From an optimization exercise on the open Yosys and OpenROAD flow, aimed at small area; shortcuts taken in it are not production practice. RTL that was checked went through simulation tests only; none was proved equivalent to the original. Power figures rest on the tool's default switching activity, not on a simulated workload.

== P ==
==> flow/design.v (excerpt) <==
module car(
	input        clk,
	input        rst,
	input        left_echo,
	input        right_echo,
	input        mid_echo,
	input  [3:0] switch,
	input  [3:0] fire,
	output       left_trig,
	output       right_trig,
	output       mid_trig,
	output       left_pwm,
	output       right_pwn,
	output       duoji,
	output [3:0] select,
	output [7:0] digit,
	output [3:0] pin_name1,
	output [7:0] pin_name2,
	output [3:0] pin_name3,
	output [7:0] pin_name4,
	output [3:0] out1,
	output [3:0] out2
);
==> module bizhang, before the edit <==
module bizhang(clk,rst,left_wheel_PWM_OUT,right_wheel_PWM_OUT,l_lt,l_eq,r_lt,r_eq,m_lt,fire,steering_engine_PWM_OUT,switch);
		input		clk;
		input		rst;
		input		l_lt, l_eq;      
		input		r_lt, r_eq;      
		input		m_lt;            
		input		[3:0]switch;
		input		[3:0]fire;
		output reg right_wheel_PWM_OUT;
		output reg left_wheel_PWM_OUT;
		output reg steering_engine_PWM_OUT;
reg [3:0] wl;
reg [6:0] wh;
reg [6:0] wlim;
always @(*)
	case (switch)
	4'b0000: wlim = 7'd44;
	4'b0001: wlim = 7'd45;
	4'b0011: wlim = 7'd46;
	4'b0111: wlim = 7'd47;
	4'b1111: wlim = 7'd48;
	default: wlim = 7'd20;
	endcase
wire rev   = m_lt || (fire == 4'b1111);
wire wl0   = (wl == 4'h0);
wire wwrap = (wh == 7'd91) & (wl == 4'hc);         
always @(posedge clk)
	if (rst | wwrap) begin
		wl <= 4'h0;
		wh <= 7'd0;
	end else if (wl0) begin
		wl <= 4'hd;
		wh <= wh + 7'd1;
	end else
		wl <= {~wl[2:0], wl[3] ^ wl[2]};
always @(posedge clk)
	if (rst) begin
		right_wheel_PWM_OUT <= 1'b0;
		left_wheel_PWM_OUT  <= 1'b0;
	end else if (~wwrap) begin
		right_wheel_PWM_OUT <= ~rev & (wh <= wlim);
		left_wheel_PWM_OUT  <= rev & (wh <= 7'd30);
	end
localparam K0 = 3'd6, K55 = 3'd0, K70 = 3'd1, K80 = 3'd3, K85 = 3'd2;
reg [9:0]  sh;
reg [9:0]  sl;
reg [2:0]  k;
reg        hi;
wire       sl0   = (sl == 10'h000);
wire       swrap = (sh == 10'd1001);               
always @(*)
	case (k)
	K55:     hi = (sh <= 10'd55);
	K70:     hi = (sh <= 10'd70);
	K80:     hi = (sh <= 10'd80);
	K85:     hi = (sh <= 10'd85);
	default: hi = (sh == 10'd0);
	endcase
wire l_gt = ~l_lt & ~l_eq;
wire r_gt = ~r_lt & ~r_eq;
always @(posedge clk)
	if (rst | swrap) begin
		sh <= 10'd0;
		sl <= 10'h0;
	end else if (sl0) begin
		sh <= sh + 10'd1;
		sl <= 10'h3f0;
	end else
		sl <= {~sl[8:0], sl[9] ^ sl[6]};
always @(posedge clk)
	if (rst) begin
		k <= K0;
		steering_engine_PWM_OUT <= 1'b0;
	end else if (~swrap) begin
		if (l_lt) begin
			k <= K55;
			steering_engine_PWM_OUT <= hi;
		end else if (r_lt) begin
			k <= K85;
			steering_engine_PWM_OUT <= hi;
		end else if (l_gt && r_gt) begin
			if (~fire[1] | ~fire[2]) k <= K70;
			else if (~fire[0])       k <= K80;
			else if (~fire[3])       k <= K55;
			else                     k <= K70;
			steering_engine_PWM_OUT <= hi;
		end
	end
endmodule
Settings: LEC_CHECK=0, CAP_MARGIN=0, CORE_MARGIN=2, CORE_UTILIZATION=60, GPL_TIMING_DRIVEN=0, SLEW_MARGIN=0; clock period 20.0 ns.
standard.sh (not shown) runs the stock make flow with config.mk's settings and CLKGATE_MAP_FILE= SYNTH_SCRIPT=/design/flow/synth_recipe.tcl, a recipe that flattens the netlist after the stock synthesis.
==> flow/flow/run.sh <==
#!/bin/bash
# Own layout flow: the standard synthesis; then the combinational logic
# between the (unchanged) registers is re-mapped by ABC for area (several
# ABC runs in parallel, the smallest result kept); then the standard ORFS
# layout steps with 1x port buffers, no tie-cell fanout repair and the
# clock tree settings in cts.args. Each tool's output goes to a log file here.
set -euo pipefail
W=$(pwd)
R=$W/orfs/results/$FLOW_PLATFORM/car/base
LIB=$FLOW_HOME/platforms/$FLOW_PLATFORM/lib/sky130_fd_sc_hd__tt_025C_1v80.lib

# 1. standard synthesis
bash standard.sh synth > $W/flow_synth.log 2>&1

# 2. area re-mapping of the logic; registers and tie cells are kept as they are
DU=$(sed -n '/^export DONT_USE_CELLS/,/^$/p' $FLOW_HOME/platforms/$FLOW_PLATFORM/config.mk \
     | tr -d '\\' | tr ' \t' '\n\n' | grep '^sky130' | sed 's/^/-dont_use /' | tr '\n' ' ')
cp $R/1_2_yosys.v $W/std_synth.v
for i in 0 1 2 3; do
  if [[ $i == 3 ]]; then cp $W/flow/area_fast.abc $W/area_$i.abc
  else sed "s/@SEED@/$i/" $W/flow/area.abc > $W/area_$i.abc; fi
  cat > $W/remap_$i.ys <<EOT
read_liberty -ignore_miss_func $LIB
blackbox sky130_fd_sc_hd__df* sky130_fd_sc_hd__conb_1
read_verilog $W/std_synth.v
hierarchy -top $FLOW_TOP
flatten
delete t:\$scopeinfo
opt_clean
opt
abc -script $W/area_$i.abc -liberty $LIB $DU
opt_clean -purge
read_liberty -lib -overwrite $LIB
hilomap -singleton -hicell sky130_fd_sc_hd__conb_1 HI -locell sky130_fd_sc_hd__conb_1 LO
splitnets
opt_clean -purge
tee -o $W/remap_stat_$i.txt stat -liberty $LIB
check -assert -mapped
write_verilog -noattr -nohex -nodec $W/remap_$i.v
EOT
  yosys -s $W/remap_$i.ys > $W/flow_remap_$i.log 2>&1 &
done
wait
best=""; barea=""
for i in 0 1 2 3; do
  if [[ -s $W/remap_$i.v ]] && grep -q "Chip area" $W/remap_stat_$i.txt; then
    a=$(grep "Chip area" $W/remap_stat_$i.txt | awk '{print $NF}')
    echo "remap $i: $a" >> $W/remap_choice.txt
    if [[ -z "$best" ]] || awk -v a="$a" -v b="$barea" 'BEGIN{exit !(a<b)}'; then best=$i; barea=$a; fi
  fi
done
echo "kept remap $best ($barea)" >> $W/remap_choice.txt
cp $W/remap_$best.v $R/1_2_yosys.v
touch $R/1_2_yosys.v

# 3. layout
export BUFFER_PORTS_ARGS="-buffer_cell sky130_fd_sc_hd__buf_1"
export SKIP_REPAIR_TIE_FANOUT=1
export CTS_ARGS="$(cat $W/flow/cts.args)"
bash standard.sh finish > $W/flow_finish.log 2>&1
Other scripts of this flow, unchanged in this note and not shown: flow/flow/area.abc, flow/flow/area_fast.abc, flow/flow/cts.args
## Diff of input files: Q against P
diff --git a/flow/design.v b/flow/design.v
--- a/flow/design.v
+++ b/flow/design.v
@@ -121,44 +121,35 @@
 		input		m_lt;            
 		input		[3:0]switch;
 		input		[3:0]fire;
 		output reg right_wheel_PWM_OUT;
 		output reg left_wheel_PWM_OUT;
 		output reg steering_engine_PWM_OUT;
-reg [3:0] wl;
-reg [6:0] wh;
-reg [6:0] wlim;
+reg [9:0] w;
+reg [9:0] wlim;
 always @(*)
 	case (switch)
-	4'b0000: wlim = 7'd44;
-	4'b0001: wlim = 7'd45;
-	4'b0011: wlim = 7'd46;
-	4'b0111: wlim = 7'd47;
-	4'b1111: wlim = 7'd48;
-	default: wlim = 7'd20;
+	4'b0000: wlim = 10'd440;
+	4'b0001: wlim = 10'd450;
+	4'b0011: wlim = 10'd460;
+	4'b0111: wlim = 10'd470;
+	4'b1111: wlim = 10'd480;
+	default: wlim = 10'd200;
 	endcase
-wire rev   = m_lt || (fire == 4'b1111);
-wire wl0   = (wl == 4'h0);
-wire wwrap = (wh == 7'd91) & (wl == 4'hc);         
-always @(posedge clk)
-	if (rst | wwrap) begin
-		wl <= 4'h0;
-		wh <= 7'd0;
-	end else if (wl0) begin
-		wl <= 4'hd;
-		wh <= wh + 7'd1;
-	end else
-		wl <= {~wl[2:0], wl[3] ^ wl[2]};
-always @(posedge clk)
-	if (rst) begin
+wire rev = m_lt || (fire == 4'b1111);
+always @(posedge clk)
+	if (rst) begin
+		w <= 10'd0;
 		right_wheel_PWM_OUT <= 1'b0;
 		left_wheel_PWM_OUT  <= 1'b0;
-	end else if (~wwrap) begin
-		right_wheel_PWM_OUT <= ~rev & (wh <= wlim);
-		left_wheel_PWM_OUT  <= rev & (wh <= 7'd30);
-	end
+	end else if (w <= 10'd904) begin
+		w <= w + 10'd1;
+		right_wheel_PWM_OUT <= ~rev & (w <= wlim);
+		left_wheel_PWM_OUT  <= rev & (w <= 10'd300);
+	end else
+		w <= 10'd0;
 localparam K0 = 3'd6, K55 = 3'd0, K70 = 3'd1, K80 = 3'd3, K85 = 3'd2;
 reg [9:0]  sh;
 reg [9:0]  sl;
 reg [2:0]  k;
 reg        hi;
 wire       sl0   = (sl == 10'h000);
### Flow results
Compared P against Q; count of nets after finishing within noise.
When Q is set beside P, its total power turns out to be 0.49% smaller.
Q gives less violation count after the first detailed-route iteration than P did.
Diff P and Q: clock tree buffer count of the final layout higher in P
Of the two candidates, P has the worse fmax and Q the better one.
Sequential cell count (lower): Q
Compared with P, Q has extra setup slack.
Q against P: die footprint has increased; clock-cell share of area saw little to no change; reg2reg setup slack now larger.
Only the layout flow was run in Q; the RTL was not checked for function there.

Another version of the RTL of car (not shown whole).
Size in the first run: roughly 840 cells after synthesis, about 63 I/O pins, roughly 0.0076 mm2 of cells after synthesis.
==> module bizhang, before the edit <==
module bizhang(clk,rst,t0,left_wheel_PWM_OUT,right_wheel_PWM_OUT,l_lt,l_eq,r_lt,r_eq,m_lt,fire,steering_engine_PWM_OUT,switch);
		input		clk;
		input		rst;
		input		t0;              
		input		l_lt, l_eq;      
		input		r_lt, r_eq;      
		input		m_lt;            
		input		[3:0]switch;
		input		[3:0]fire;
		output reg right_wheel_PWM_OUT;
		output reg left_wheel_PWM_OUT;
		output reg steering_engine_PWM_OUT;
reg [2:0] w5;
reg [6:0] wh;
reg [6:0] wlim;
always @(*)
	case (switch)
	4'b0000: wlim = 7'd44;
	4'b0001: wlim = 7'd45;
	4'b0011: wlim = 7'd46;
	4'b0111: wlim = 7'd47;
	4'b1111: wlim = 7'd48;
	default: wlim = 7'd20;
	endcase
wire rev   = m_lt || (fire == 4'b1111);
wire w50   = (w5 == 3'b000);
wire wl0   = w50 & ~t0;                            
wire wwrap = (wh == 7'd91) & w50 & t0;             
always @(posedge clk)
	if (rst | wwrap) begin
		w5 <= 3'b000;
		wh <= 7'd0;
	end else begin
		w5 <= {w5[1] & w5[0], w5[0], ~w5[2]};
		if (wl0) wh <= wh + 7'd1;
	end
always @(posedge clk)
	if (rst) begin
		right_wheel_PWM_OUT <= 1'b0;
		left_wheel_PWM_OUT  <= 1'b0;
	end else if (~wwrap) begin
		right_wheel_PWM_OUT <= ~rev & (wh <= wlim);
		left_wheel_PWM_OUT  <= rev & (wh <= 7'd30);
	end
localparam K55 = 2'd0, K70 = 2'd1, K80 = 2'd3, K85 = 2'd2;
reg [9:0]  sh;
reg [9:0]  sl;
reg [1:0]  k;
reg        hi;
wire       sl0   = (sl == 10'h000);
wire       swrap = (sh == 10'd1001);               
always @(*)
	case (k)
	K55:     hi = (sh <= 10'd55);
	K70:     hi = (sh <= 10'd70);
	K80:     hi = (sh <= 10'd80);
	default: hi = (sh <= 10'd85);
	endcase
wire l_gt = ~l_lt & ~l_eq;
wire r_gt = ~r_lt & ~r_eq;
always @(posedge clk)
	if (rst | swrap) begin
		sh <= 10'd0;
		sl <= 10'h0;
	end else if (sl0) begin
		sh <= sh + 10'd1;
		sl <= 10'h3f0;
	end else
		sl <= {~sl[8:0], sl[9] ^ sl[6]};
always @(posedge clk)
	if (rst) begin
		k <= K55;
		steering_engine_PWM_OUT <= 1'b0;
	end else if (~swrap) begin
		if (l_lt) begin
			k <= K55;
			steering_engine_PWM_OUT <= hi;
		end else if (r_lt) begin
			k <= K85;
			steering_engine_PWM_OUT <= hi;
		end else if (l_gt && r_gt) begin
			if (~fire[1] | ~fire[2]) k <= K70;
			else if (~fire[0])       k <= K80;
			else if (~fire[3])       k <= K55;
			else                     k <= K70;
			steering_engine_PWM_OUT <= hi;
		end
	end
endmodule
==> module car, before the edit <==
module car(
	input        clk,
	input        rst,
	input        left_echo,
	input        right_echo,
	input        mid_echo,
	input  [3:0] switch,
	input  [3:0] fire,
	output       left_trig,
	output       right_trig,
	output       mid_trig,
	output       left_pwm,
	output       right_pwn,
	output       duoji,
	output [3:0] select,
	output [7:0] digit,
	output [3:0] pin_name1,
	output [7:0] pin_name2,
	output [3:0] pin_name3,
	output [7:0] pin_name4,
	output [3:0] out1,
	output [3:0] out2
);
reg [5:0]  c64;
reg [2:0]  c5;
always @(posedge clk)
	if (rst) begin
		c64 <= 6'd0;
		c5  <= 3'b000;
	end else begin
		c64 <= c64 + 6'd1;
		c5  <= {c5[1] & c5[0], c5[0], ~c5[2]};
	end
wire       en62 = (c64[2:0] == 3'd1) & (c5 == 3'b011);   
reg [18:0] b19;
wire       bmatch = ({b19[18:3], b19[1:0]} == {16'ha502, 2'b01});
wire       bwrap  = bmatch & ~b19[2];              
wire       b624   = bmatch &  b19[2];              
always @(posedge clk)
	if (rst | bwrap) b19 <= 19'h1dbb2;
	else             b19 <= {~b19[17:0], ~(b19[18] ^ b19[5] ^ b19[1] ^ b19[0])};
reg        trig;
wire       twrap = bwrap & (c64 == 6'd63);         
wire       tfall = b624  & (c64 == 6'd48);         
always @(posedge clk)
	if (rst)        trig <= 1'b0;
	else if (twrap) trig <= 1'b1;
	else if (tfall) trig <= 1'b0;
assign left_trig  = trig;
assign right_trig = trig;
assign mid_trig   = trig;
reg [14:0] d15;
wire       dwrap  = (d15 == 15'h06bb);             
wire       endisp = dwrap & ~c64[0];
always @(posedge clk)
	if (rst | dwrap) d15 <= 15'h0;
	else             d15 <= {~d15[13:0], d15[14] ^ d15[13]};
reg [1:0] cur;
reg       valid;
always @(posedge clk)
	if (rst) begin
		cur   <= 2'd3;
		valid <= 1'b0;
	end else if (endisp) begin
		cur   <= cur + 2'd1;
		valid <= 1'b1;
	end
wire latch = endisp & (cur == 2'd2);
wire [3:0] oh = valid ? (4'b0001 << cur) : 4'b0000;
wire l_lt, l_eq, r_lt, r_eq, m_lt, m_eq;
ultrasonic_new inst8(
	.clk(clk), .rst(rst), .echo(left_echo), .en62(en62), .endisp(endisp),
	.latch(latch), .oh(oh),
	.sel(pin_name1), .seg(pin_name2), .lt(l_lt), .eq(l_eq));
ultrasonic_new inst11(
	.clk(clk), .rst(rst), .echo(right_echo), .en62(en62), .endisp(endisp),
	.latch(latch), .oh(oh),
	.sel(pin_name3), .seg(pin_name4), .lt(r_lt), .eq(r_eq));
ultrasonic_new inst(
	.clk(clk), .rst(rst), .echo(mid_echo), .en62(en62), .endisp(endisp),
	.latch(latch), .oh(oh),
	.sel(select), .seg(digit), .lt(m_lt), .eq(m_eq));
distribute inst1(.out1(out1), .out2(out2));
bizhang inst2(
	.clk(clk), .rst(rst), .t0(c64[0]),
	.left_wheel_PWM_OUT(left_pwm), .right_wheel_PWM_OUT(right_pwn),
	.l_lt(l_lt), .l_eq(l_eq), .r_lt(r_lt), .r_eq(r_eq), .m_lt(m_lt),
	.fire(fire), .steering_engine_PWM_OUT(duoji), .switch(switch));
endmodule
export LEC_CHECK = 0
export CAP_MARGIN = 20
export CORE_MARGIN = 2
export CORE_UTILIZATION = 60
export GPL_TIMING_DRIVEN = 0
export SLEW_MARGIN = 20
create_clock -name core_clock -period 20.0 [get_ports {clk}]
==> flow/flow/run.sh <==
#!/bin/bash
# Own layout flow: the standard synthesis; then the combinational logic
# between the (unchanged) registers is re-mapped by ABC for area (several
# ABC runs in parallel, the smallest result kept); then the standard ORFS
# layout steps with 1x port buffers, no tie-cell fanout repair and the
# clock tree settings in cts.args. Each tool's output goes to a log file here.
set -euo pipefail
W=$(pwd)
R=$W/orfs/results/$FLOW_PLATFORM/car/base
LIB=$FLOW_HOME/platforms/$FLOW_PLATFORM/lib/sky130_fd_sc_hd__tt_025C_1v80.lib

# 1. standard synthesis
bash standard.sh synth > $W/flow_synth.log 2>&1

# 2. area re-mapping of the logic; registers and tie cells are kept as they are
DU=$(sed -n '/^export DONT_USE_CELLS/,/^$/p' $FLOW_HOME/platforms/$FLOW_PLATFORM/config.mk \
     | tr -d '\\' | tr ' \t' '\n\n' | grep '^sky130' | sed 's/^/-dont_use /' | tr '\n' ' ')
cp $R/1_2_yosys.v $W/std_synth.v
NR=12
remap_one() {
  local i=$1
  if [[ $i == 0 ]]; then cp $W/flow/area_fast.abc $W/area_$i.abc
  else sed "s/@SEED@/$i/" $W/flow/area.abc > $W/area_$i.abc; fi
  cat > $W/remap_$i.ys <<EOT
read_liberty -ignore_miss_func $LIB
blackbox sky130_fd_sc_hd__df* sky130_fd_sc_hd__conb_1
read_verilog $W/std_synth.v
hierarchy -top $FLOW_TOP
flatten
delete t:\$scopeinfo
opt_clean
opt
abc -script $W/area_$i.abc -liberty $LIB $DU
opt_clean -purge
read_liberty -lib -overwrite $LIB
hilomap -singleton -hicell sky130_fd_sc_hd__conb_1 HI -locell sky130_fd_sc_hd__conb_1 LO
splitnets
opt_clean -purge
tee -o $W/remap_stat_$i.txt stat -liberty $LIB
check -assert -mapped
write_verilog -noattr -nohex -nodec $W/remap_$i.v
EOT
  yosys -s $W/remap_$i.ys > $W/flow_remap_$i.log 2>&1 || true
}
# ABC runs, four at a time (run 0 is a quick fixed script, the others use
# &deepsyn with different seeds)
for wave in "0 1 2 3" "4 5 6 7" "8 9 10 11"; do
  for i in $wave; do remap_one $i & done
  wait
done
best=""; barea=""
for i in $(seq 0 $((NR-1))); do
  if [[ -s $W/remap_$i.v ]] && grep -q "Chip area" $W/remap_stat_$i.txt; then
    a=$(grep "Chip area" $W/remap_stat_$i.txt | awk '{print $NF}')
    echo "remap $i: $a" >> $W/remap_choice.txt
    if [[ -z "$best" ]] || awk -v a="$a" -v b="$barea" 'BEGIN{exit !(a<b)}'; then best=$i; barea=$a; fi
  fi
done
echo "kept remap $best ($barea)" >> $W/remap_choice.txt
cp $W/remap_$best.v $R/1_2_yosys.v
touch $R/1_2_yosys.v

# 3. layout
export BUFFER_PORTS_ARGS="-buffer_cell sky130_fd_sc_hd__buf_1"
export SKIP_REPAIR_TIE_FANOUT=1
export CTS_ARGS="$(cat $W/flow/cts.args)"
bash standard.sh finish > $W/flow_finish.log 2>&1
Other scripts of this flow, unchanged in this note and not shown: flow/flow/area.abc, flow/flow/area_fast.abc, flow/flow/cts.args
The first run passed the timing, design-rule and antenna checks.
Next try:
--- a/flow/design.v
+++ b/flow/design.v
@@ -122,10 +122,9 @@
 assign seg = dis(shown);
 assign sel = {4{all}} | oh;
 endmodule
-module bizhang(clk,rst,t0,left_wheel_PWM_OUT,right_wheel_PWM_OUT,l_lt,l_eq,r_lt,r_eq,m_lt,fire,steering_engine_PWM_OUT,switch);
+module bizhang(clk,rst,left_wheel_PWM_OUT,right_wheel_PWM_OUT,l_lt,l_eq,r_lt,r_eq,m_lt,fire,steering_engine_PWM_OUT,switch);
 		input		clk;
 		input		rst;
-		input		t0;              
 		input		l_lt, l_eq;      
 		input		r_lt, r_eq;      
 		input		m_lt;            
@@ -134,7 +133,7 @@
 		output reg right_wheel_PWM_OUT;
 		output reg left_wheel_PWM_OUT;
 		output reg steering_engine_PWM_OUT;
-reg [2:0] w5;
+reg [3:0] wl;
 reg [6:0] wh;
 reg [6:0] wlim;
 always @(*)
@@ -147,17 +146,17 @@
 	default: wlim = 7'd20;
 	endcase
 wire rev   = m_lt || (fire == 4'b1111);
-wire w50   = (w5 == 3'b000);
-wire wl0   = w50 & ~t0;                            
-wire wwrap = (wh == 7'd91) & w50 & t0;             
+wire wl0   = (wl == 4'h0);
+wire wwrap = (wh == 7'd91) & (wl == 4'hc);         
 always @(posedge clk)
 	if (rst | wwrap) begin
-		w5 <= 3'b000;
+		wl <= 4'h0;
 		wh <= 7'd0;
-	end else begin
-		w5 <= {w5[1] & w5[0], w5[0], ~w5[2]};
-		if (wl0) wh <= wh + 7'd1;
-	end
+	end else if (wl0) begin
+		wl <= 4'hd;
+		wh <= wh + 7'd1;
+	end else
+		wl <= {~wl[2:0], wl[3] ^ wl[2]};
 always @(posedge clk)
 	if (rst) begin
 		right_wheel_PWM_OUT <= 1'b0;
@@ -166,10 +165,10 @@
 		right_wheel_PWM_OUT <= ~rev & (wh <= wlim);
 		left_wheel_PWM_OUT  <= rev & (wh <= 7'd30);
 	end
-localparam K55 = 2'd0, K70 = 2'd1, K80 = 2'd3, K85 = 2'd2;
+localparam K0 = 3'd6, K55 = 3'd0, K70 = 3'd1, K80 = 3'd3, K85 = 3'd2;
 reg [9:0]  sh;
 reg [9:0]  sl;
-reg [1:0]  k;
+reg [2:0]  k;
 reg        hi;
 wire       sl0   = (sl == 10'h000);
 wire       swrap = (sh == 10'd1001);               
@@ -178,7 +177,8 @@
 	K55:     hi = (sh <= 10'd55);
 	K70:     hi = (sh <= 10'd70);
 	K80:     hi = (sh <= 10'd80);
-	default: hi = (sh <= 10'd85);
+	K85:     hi = (sh <= 10'd85);
+	default: hi = (sh == 10'd0);
 	endcase
 wire l_gt = ~l_lt & ~l_eq;
 wire r_gt = ~r_lt & ~r_eq;
@@ -193,7 +193,7 @@
 		sl <= {~sl[8:0], sl[9] ^ sl[6]};
 always @(posedge clk)
 	if (rst) begin
-		k <= K55;
+		k <= K0;
 		steering_engine_PWM_OUT <= 1'b0;
 	end else if (~swrap) begin
 		if (l_lt) begin
@@ -295,7 +295,7 @@
 	.sel(select), .seg(digit), .lt(m_lt), .eq(m_eq));
 distribute inst1(.out1(out1), .out2(out2));
 bizhang inst2(
-	.clk(clk), .rst(rst), .t0(c64[0]),
+	.clk(clk), .rst(rst),
 	.left_wheel_PWM_OUT(left_pwm), .right_wheel_PWM_OUT(right_pwn),
 	.l_lt(l_lt), .l_eq(l_eq), .r_lt(r_lt), .r_eq(r_eq), .m_lt(m_lt),
 	.fire(fire), .steering_engine_PWM_OUT(duoji), .switch(switch));
After rerunning:
- hold slack degrades by 0.029 ns
- clock power goes up by about 4%
- cell count grows by 2.0%
- count of clock-buffer cells in the layout grows by 1
- maximum frequency went down by 4.5%
- critical path depth grows by 2
- global-route usage went up by 0.26 points
- core utilization goes up by 0.65 points
- via count went up by 3.3%
- combinational power came out higher by about 4%
- die area came out higher by 1.7%
- routed wire length grows by 3.6%

## re-timing with driven ports
The results above use ideal ports. As a check the final layouts listed here were re-extracted and re-timed, cells and wires unchanged. Step 1 (the two cells are an assumption about what drives the block):
set clk [get_ports {clk}]
set_driving_cell -lib_cell sky130_fd_sc_hd__clkbuf_16 $clk
set_driving_cell -lib_cell sky130_fd_sc_hd__buf_2 [delete_from_list [all_inputs] $clk]
Step 2 adds t to the input delays and takes it off the output delays; t is the mean of the earliest and latest rising clock arrival at the registers after step 1. Input paths then give back, and output paths get back, about the clock's delay inside the block. Three values: ideal ports, drivers, drivers and shift; two values: the first two.
| run | shift t [ns] | setup WS [ns] | slew at the worst register clock pin (ns) |
|---|---|---|---|
| P | 0.663 | 12.536 / 12.502 / 13.157 | 0.11 / 0.11 |
| Q | 0.647 | 12.885 / 12.850 / 12.925 | 0.10 / 0.10 |
| the first run of note 2 | 0.628 | 12.758 / 12.724 / 13.133 | 0.10 / 0.10 |
| the second run of note 2 | 0.654 | 12.416 / 12.381 / 13.036 | 0.11 / 0.11 |
After both steps every run listed still meets setup and hold.
